This is an optimization exercise on Yosys and OpenROAD, whose aim is small area and a short achievable clock period, not a production implementation.
Function not checked in this run: the RTL went through the layout flow alone.
Power is estimated from default activity; no workload was simulated.

<file path="design/flow/config.mk">
export PLATFORM = sky130hd
export DESIGN_NAME = rv32i_cpu
export DESIGN_NICKNAME = rv32i_cpu
export VERILOG_FILES = /design/flow/design.v
export SDC_FILE = /design/flow/constraint.sdc
export NUM_CORES = 4
export LEC_CHECK = 0
export CAP_MARGIN = 20
export CORE_MARGIN = 2
export CORE_UTILIZATION = 30
export SETUP_SLACK_MARGIN = 4.0
export SLEW_MARGIN = 20
export SYNTH_HIERARCHICAL = 1
</file>
<file path="design/flow/constraint.sdc">
create_clock -name core_clock -period 10.0 [get_ports {clk}]
set_input_delay 2.0000 -clock core_clock [delete_from_list [all_inputs] [get_ports {clk}]]
set_output_delay 2.0000 -clock core_clock [all_outputs]
set_load 0.01 [all_outputs]
</file>
<file path="design/flow/design.v">
module rv32i_add (
    input  wire [31:0] a,
    input  wire [31:0] b,
    input  wire        cin,
    output wire [31:0] s
);
    wire [31:0] g, p, x, c;
    rv32i_pg  u_pg (.a(a), .b(b), .g(g), .p(p));
    rv32i_xor u_x  (.a(a), .b(b), .y(x));
    rv32i_ks  u_ks (.g(g), .p(p), .cin(cin), .c(c));
    rv32i_xor u_s  (.a(x), .b({c[30:0], cin}), .y(s));
endmodule
module rv32i_pg (
    input  wire [31:0] a,
    input  wire [31:0] b,
    output wire [31:0] g,
    output wire [31:0] p
);
    assign g = a & b;
    assign p = a | b;
endmodule
module rv32i_xor (
    input  wire [31:0] a,
    input  wire [31:0] b,
    output wire [31:0] y
);
    assign y = a ^ b;
endmodule
module rv32i_ks (
    input  wire [31:0] g,
    input  wire [31:0] p,
    input  wire        cin,
    output wire [31:0] c
);
    reg [31:0] G, P, Gn, Pn;
    integer l, i;
    always @(*) begin
        G = g;
        P = p;
        G[0] = g[0] | (p[0] & cin);
        for (l = 1; l < 32; l = l * 2) begin
            Gn = G;
            Pn = P;
            for (i = l; i < 32; i = i + 1) begin
                Gn[i] = G[i] | (P[i] & G[i-l]);
                Pn[i] = P[i] & P[i-l];
            end
            G = Gn;
            P = Pn;
        end
    end
    assign c = G;
endmodule
module rv32i_cmp (
    input  wire [31:0] a,
    input  wire [31:0] b,
    output wire        eq,
    output wire        lt
);
    wire [31:0] x;
    rv32i_xor u_x (.a(a), .b(b), .y(x));
    assign eq = ~|x;
    wire [31:0] aa = {~a[31], a[30:0]};
    wire [31:0] bb = {b[31], ~b[30:0]};
    reg  [31:0] G, P;
    reg  [31:0] Gn, Pn;
    integer l, i;
    always @(*) begin
        G = aa & bb;
        P = aa | bb;
        G[0] = G[0] | P[0];
        for (l = 1; l < 32; l = l * 2) begin
            Gn = G;
            Pn = P;
            for (i = 2*l - 1; i < 32; i = i + 2*l) begin
                Gn[i] = G[i] | (P[i] & G[i-l]);
                Pn[i] = P[i] & P[i-l];
            end
            G = Gn;
            P = Pn;
        end
    end
    assign lt = ~G[31];
endmodule
module rv32i_shr (
    input  wire [31:0] a,
    input  wire        fill,
    input  wire [4:0]  sh,
    output wire [31:0] y
);
    wire [32:0] t = $signed({fill, a}) >>> sh;
    assign y = t[31:0];
endmodule
module rv32i_rf_mux (
    input  wire [30:0] sel,
    input  wire [30:0] d,
    output wire        y
);
    assign y = |(sel & d);
endmodule
module rv32i_cpu (
    input  wire        clk,
    input  wire        rst_n,
    input  wire        calc_start,
    input  wire [31:0] gcd_a,
    input  wire [31:0] gcd_b,
    output wire [31:0] gcd_result,
    output wire [31:0] imem_addr,
    input  wire [31:0] imem_data
);
    wire [31:0] instr = imem_data;
    wire [6:0]  opcode = instr[6:0];
    wire [4:0]  rd     = instr[11:7];
    wire [2:0]  f3     = instr[14:12];
    wire [4:0]  rs1    = instr[19:15];
    wire [4:0]  rs2    = instr[24:20];
    wire        f7sub  = (instr[31:25] == 7'b0100000);
    wire is_op   = (opcode == 7'b0110011);
    wire is_opi  = (opcode == 7'b0010011);
    wire is_load = (opcode == 7'b0000011);
    wire is_br   = (opcode == 7'b1100011);
    wire is_jal  = (opcode == 7'b1101111);
    wire is_jalr = (opcode == 7'b1100111);
    wire is_alu  = is_op | is_opi;
    wire use_imm = is_opi | is_load;
    wire reg_we  = is_alu | is_load | is_jal | is_jalr;
    wire [31:0] imm_i = {{20{instr[31]}}, instr[31:20]};
    wire [31:0] imm_b = {{20{instr[31]}}, instr[7], instr[30:25], instr[11:8], 1'b0};
    wire [31:0] imm_j = {{12{instr[31]}}, instr[19:12], instr[20], instr[30:21], 1'b0};
    reg  [31:1] pc_q;
    wire [31:0] pc = {pc_q, 1'b0};
    wire [31:0] next_pc;
    always @(posedge clk or negedge rst_n) begin
        if (!rst_n)
            pc_q <= 31'b0;
        else
            pc_q <= next_pc[31:1];
    end
    assign imem_addr = pc;
    wire [31:0] rf [0:31];
    wire [31:0] valid;
    wire [31:0] wsel = reg_we ? (32'b1 << rd) : 32'b0;
    wire [31:0] wdata;
    assign rf[0]  = 32'b0;
    assign rf[28] = gcd_a;
    assign rf[29] = gcd_b;
    assign rf[31] = {31'b0, calc_start};
    assign valid[0]  = 1'b0;
    assign valid[28] = 1'b1;
    assign valid[29] = 1'b1;
    assign valid[31] = 1'b1;
    reg [31:0] x10_q;
    always @(posedge clk or negedge rst_n) begin
        if (!rst_n)
            x10_q <= 32'b0;
        else if (wsel[10])
            x10_q <= wdata;
    end
    assign rf[10]    = x10_q;
    assign valid[10] = 1'b1;
    assign gcd_result = x10_q;
    genvar g;
    generate
        for (g = 1; g < 31; g = g + 1) begin : gen_reg
            if (g != 10 && g != 28 && g != 29) begin : gen_store
                reg [31:0] q;
                reg        v;
                always @(posedge clk) begin
                    if (wsel[g])
                        q <= wdata;
                end
                always @(posedge clk or negedge rst_n) begin
                    if (!rst_n)
                        v <= 1'b0;
                    else if (wsel[g])
                        v <= 1'b1;
                end
                assign rf[g]    = q;
                assign valid[g] = v;
            end
        end
    endgenerate
    wire [31:0] sel1 = (32'b1 << rs1) & valid;
    wire [31:0] sel2 = (32'b1 << rs2) & valid;
    wire [31:0] r1, r2;
    genvar bi, ri;
    generate
        for (bi = 0; bi < 32; bi = bi + 1) begin : gen_rd
            wire [30:0] col;
            for (ri = 1; ri < 32; ri = ri + 1) begin : gen_col
                assign col[ri-1] = rf[ri][bi];
            end
            rv32i_rf_mux u_m1 (.sel(sel1[31:1]), .d(col), .y(r1[bi]));
            rv32i_rf_mux u_m2 (.sel(sel2[31:1]), .d(col), .y(r2[bi]));
        end
    endgenerate
    wire        sub = (is_alu & (((f3 == 3'b000) & f7sub) | (f3 == 3'b010)))
                    | is_br | is_jal;
    wire [31:0] b   = use_imm ? imm_i : r2;
    wire [31:0] bx  = use_imm ? (imm_i ^ {32{sub}}) : (r2 ^ {32{sub}});
    wire [31:0] sum;
    rv32i_add u_add (.a(r1), .b(bx), .cin(sub), .s(sum));
    wire        lt  = (r1[31] ^ b[31]) ? r1[31] : sum[31];
    wire        eq;
    wire        lt_br;
    rv32i_cmp u_cmp (.a(r1), .b(r2), .eq(eq), .lt(lt_br));
    wire        shl = (f3 == 3'b001);
    reg  [31:0] a_rev, sr_rev;
    wire [31:0] sh_in = shl ? a_rev : r1;
    wire        fill  = f7sub & r1[31] & ~shl;
    wire [31:0] sr;
    rv32i_shr u_shr (.a(sh_in), .fill(fill), .sh(b[4:0]), .y(sr));
    integer m;
    always @(*) begin
        for (m = 0; m < 32; m = m + 1) begin
            a_rev[m]  = r1[31 - m];
            sr_rev[m] = sr[31 - m];
        end
    end
    reg [31:0] alu_out;
    always @(*) begin
        if (is_alu) begin
            case (f3)
                3'b001:  alu_out = sr_rev;
                3'b010:  alu_out = {31'b0, lt};
                3'b100:  alu_out = r1 ^ b;
                3'b101:  alu_out = sr;
                3'b110:  alu_out = r1 | b;
                3'b111:  alu_out = r1 & b;
                default: alu_out = sum;
            endcase
        end else begin
            alu_out = sum;
        end
    end
    assign wdata = alu_out;
    reg cond;
    always @(*) begin
        case (f3)
            3'b000:  cond = eq;
            3'b001:  cond = ~eq;
            3'b100:  cond = lt_br;
            3'b101:  cond = ~lt_br;
            default: cond = 1'b0;
        endcase
    end
    wire        taken  = is_br & cond;
    wire [31:0] pc4    = pc + 32'd4;
    wire [31:0] tgt    = pc + (is_jal ? imm_j : imm_b);
    wire [31:0] jtgt;
    rv32i_add u_jadd (.a(r1), .b(imm_i), .cin(1'b0), .s(jtgt));
    assign next_pc = is_jalr ? {jtgt[31:1], 1'b0}
                   : (taken | is_jal) ? tgt : pc4;
endmodule
</file>
<file path="design/flow/run.sh">
#!/bin/bash
# synth_recipe.tcl (not shown) runs the flow's synth.tcl, then flattens the netlist and writes it again
# the make line also repeats each setting of config.mk as NAME=value (left out here)
make -C /OpenROAD-flow-scripts/flow DESIGN_CONFIG=/design/flow/config.mk WORK_HOME=/design/flow/orfs CLKGATE_MAP_FILE= SYNTH_SCRIPT=/design/flow/synth_recipe.tcl finish
</file>
==> flow_metrics.env <==
export IMPL_finalHoldViolCount=0
export IMPL_multi_input_area_sq_mm=0.0280
export IMPL_clk_path_buf_depth=3
export IMPL_yosys_warnings=9
export IMPL_reg2reg_to="gen_reg[27].gen_store.q[13]$_DFFE_PP_"
export IMPL_status="complete, no violations"
export IMPL_drc=0
export IMPL_timing_rr_start="gen_reg[8].gen_store.v$_DFFE_PN0P_"
export IMPL_start_kind="primary input"
export IMPL_cts_tree="yes"
export IMPL_cts_sinks=954
export IMPL_rsz0062_at_grt="true"
export IMPL_dieArea_sq_mm=0.180
export IMPL_setup_worst_path_end_class="flop"
export IMPL_critPathRequiredTime_ns=10.71
export IMPL_cp_startpoint="imem_data[17]"
export IMPL_fin_nets=5356
export IMPL_finalSetupViolCount=0
export IMPL_wl_per_cell_um=37.7
export IMPL_layout_drive_gt1_share_pct=32.2
export IMPL_post_layout_nonfiller_instances=7620
export IMPL_p_per_area_mw_per_mm2=154
export IMPL_first_iter_violations=9446
export IMPL_dp_cells=6866
export IMPL_crit_fanout=28
export IMPL_ir_worst_vdd_uv=160
export IMPL_insertion_delay_ns=0.81
export IMPL_syn_inst=4290
export IMPL_drt_pass1_iter_count=12
export IMPL_crit_path_end="x10_q[8]$_DFFE_PN0P_"
export IMPL_seq_area_sq_mm=0.0282
export IMPL_finalCritPeriodShare_pct=71.1
export IMPL_grt_overflow_total=0
export IMPL_grt_pass1_vias=46264
export IMPL_skew_ns=0.0643
export IMPL_ant_nets=0
export IMPL_num_vias=50944
export IMPL_areaGrowthSynthToFinish_pct=36.6
export IMPL_drv_cap=0
export IMPL_clock_root_buffer="clkbuf_16"
export IMPL_tightestPinTransition_ns=0.946
export IMPL_r2r_cells=25
export IMPL_die_w_um=424
export IMPL_coreArea_sq_mm=0.176
export IMPL_fmax_mhz=141
export IMPL_crit_type="primary input to flop"
export IMPL_r2r_slack_ns=3.96
export IMPL_hp_class="flop to flop"
export IMPL_fin_crit_ns=7.11
export IMPL_numPortBuffers=161
export IMPL_grt_max_degree=87
export IMPL_dp_hpwl_um=155000
export IMPL_wl_um=288000
export IMPL_hold_buffers=0
export IMPL_final_area_sq_mm=0.0723
export IMPL_cp_arrival_ns=7.82
export IMPL_grt_pass1_wl_um=376000
export IMPL_initial_core_util_pct=30.1
export IMPL_nFillCells=16114
export IMPL_grtUsageTotal_pct=29.8
export IMPL_slew_violations=0
export IMPL_cts_htree_levels=3
export IMPL_total_power_w=0.0112
export IMPL_io_pins=163
export IMPL_gp_congestion=0.954
export IMPL_clkTransAtPathRegs_ns=0.07
export IMPL_p_leak_nw=26.9
export IMPL_cts_inserted_buffers=102
export IMPL_syn_cell_area_sq_mm=0.0529
export IMPL_dpl_cell_area_sq_mm=0.0597
export IMPL_tns_ns=0
export IMPL_syn_area_per_cell_sq_um=12.3
export IMPL_die_h_um=424
export IMPL_via_per_inst=6.69
export IMPL_fp_row_count=154
export IMPL_antenna_found_initial=39
export IMPL_worst_slew_margin_rel_pct=36.6
layout by cell type (no fill, tap or decap), drive strengths merged, types with 32 or more instances in the layout:
cell,instances
xnor2,59
inv,146
o21ai,158
or4,66
clkinv,35
edfxtp,864
a21o,56
a22o,66
nand4,150
conb,64
clkbuf,153
clkdlybuf4s50,142
mux2i,52
a21oi,119
and3,112
and2,87
xor2,184
or2,100
a22oi,802
diode,33
nand2b,32
mux2,51
dfrtp,90
nand3,167
mux4,63
a222oi,68
buf,600
ha,98
a221oi,72
nand2,169
nor2,127
what timing repair did:
| action | 4_1_cts | 5_1_grt |
|---|---|---|
| buffers inserted | 295 | 119 |
| setup endpoints to repair | 927 | 927 |
| cloned | 85 | 29 |
| pin swaps | 197 | 122 |
| resized for setup | 614 | 206 |
| endpoints found under the hold margin | 0 | 0 |
through the flow:
stage	worst slack, ns	utilization, %	hold WS (ns)
after global routing	2.97	41.1	0.525
after detailed placement	0.827	34.0	0.467
after global placement	0.944	34.0	0.466
after floorplan	3.35	-	0.438
after CTS	3.09	39.6	0.514
final	2.89	41.1	0.510
how the worst min path moves through the flow:
stage,cells past startpoint,startpoint,to
finish,1,gen_reg[2].gen_store.v$_DFFE_PN0P_,gen_reg[2].gen_store.v$_DFFE_PN0P_
global route,1,gen_reg[25].gen_store.v$_DFFE_PN0P_,gen_reg[25].gen_store.v$_DFFE_PN0P_
CTS,1,gen_reg[2].gen_store.v$_DFFE_PN0P_,gen_reg[2].gen_store.v$_DFFE_PN0P_
detailed placement,1,gen_reg[12].gen_store.v$_DFFE_PN0P_,gen_reg[12].gen_store.v$_DFFE_PN0P_
global placement,1,gen_reg[12].gen_store.v$_DFFE_PN0P_,gen_reg[12].gen_store.v$_DFFE_PN0P_
floorplan,1,gen_reg[1].gen_store.v$_DFFE_PN0P_,gen_reg[1].gen_store.v$_DFFE_PN0P_
flip-flops by register name (all words and copies together), names as in the netlist:
signal and cells:
gen.gen_store.q 864, x10_q 32, pc_q 31, gen.gen_store.v 27
power breakdown:
group	leakage, nW	switching (W)	internal [W]
sequential	9.20	0.000142	0.00447
combinational	16.0	0.00147	0.00105
clock	1.67	0.00179	0.00223
critical path: stages:
cell	delay, ns
buf_4	0.22
nor2b_4	0.58
and3_4	0.65
a22oi_1	0.17
nand4_1	0.55
or4_4	0.27
inv_1	0.15
o21ai_1	0.51
mux2i_1	0.18
mux4_2	0.54
and2_0	0.19
o32ai_2	0.38
mux4_2	0.33
a22oi_2	0.07
o21ai_4	0.68
mux2_2	0.28
per-layer routing:
metal / global-route usage [%] / vias to the layer above / share of wire [%]
li1: - / 19585 / -
met3: 13.6 / 1488 / 16
met1: 34.7 / 24941 / 33
met5: 1.56 / - / 0.31
met2: 42.8 / 4890 / 41
met4: 21.6 / 40 / 9.6
final cells by class:
| class | instances | share of cell area, % |
|---|---|---|
| sequential | 954 | 39.0 |
| multi-input combinational | 3184 | 38.7 |
| timing repair buffer | 766 | 12.4 |
| tap | 2340 | 4.05 |
| clock buffer | 135 | 3.87 |
| clock inverter | 58 | 0.978 |
| inverter | 146 | 0.835 |
| antenna | 33 | 0.114 |
| timing repair inverter | 4 | 0.0450 |

port drivers added, routing unchanged:
Ports are ideal in the flow. The routed layout listed here was re-timed in OpenROAD. Step 1 (the two cells are an assumption about what drives the block):
set clk [get_ports {clk}]
set_driving_cell -lib_cell sky130_fd_sc_hd__clkbuf_16 $clk
set_driving_cell -lib_cell sky130_fd_sc_hd__buf_2 [delete_from_list [all_inputs] $clk]
Step 2 times the ports against the registers' clock, not the clock port: input delays grow and output delays shrink by t, the midpoint of the rising clock arrivals with the driver on. Three values: no drivers, after step 1, after step 2; two values: the first two.
shift t [ns]: 0.854
setup WS [ns]: 2.888 / 2.857 / 2.003
hold slack, ns: 0.510 / 0.510 / 0.510
latest minus earliest clock arrival (ns): 0.064 / 0.064
cell pins on the clock port's net: 1
After both steps setup and hold are still met in this run. The setup slack of this run moves by -0.031 ns with the drivers and by -0.885 ns with both steps.
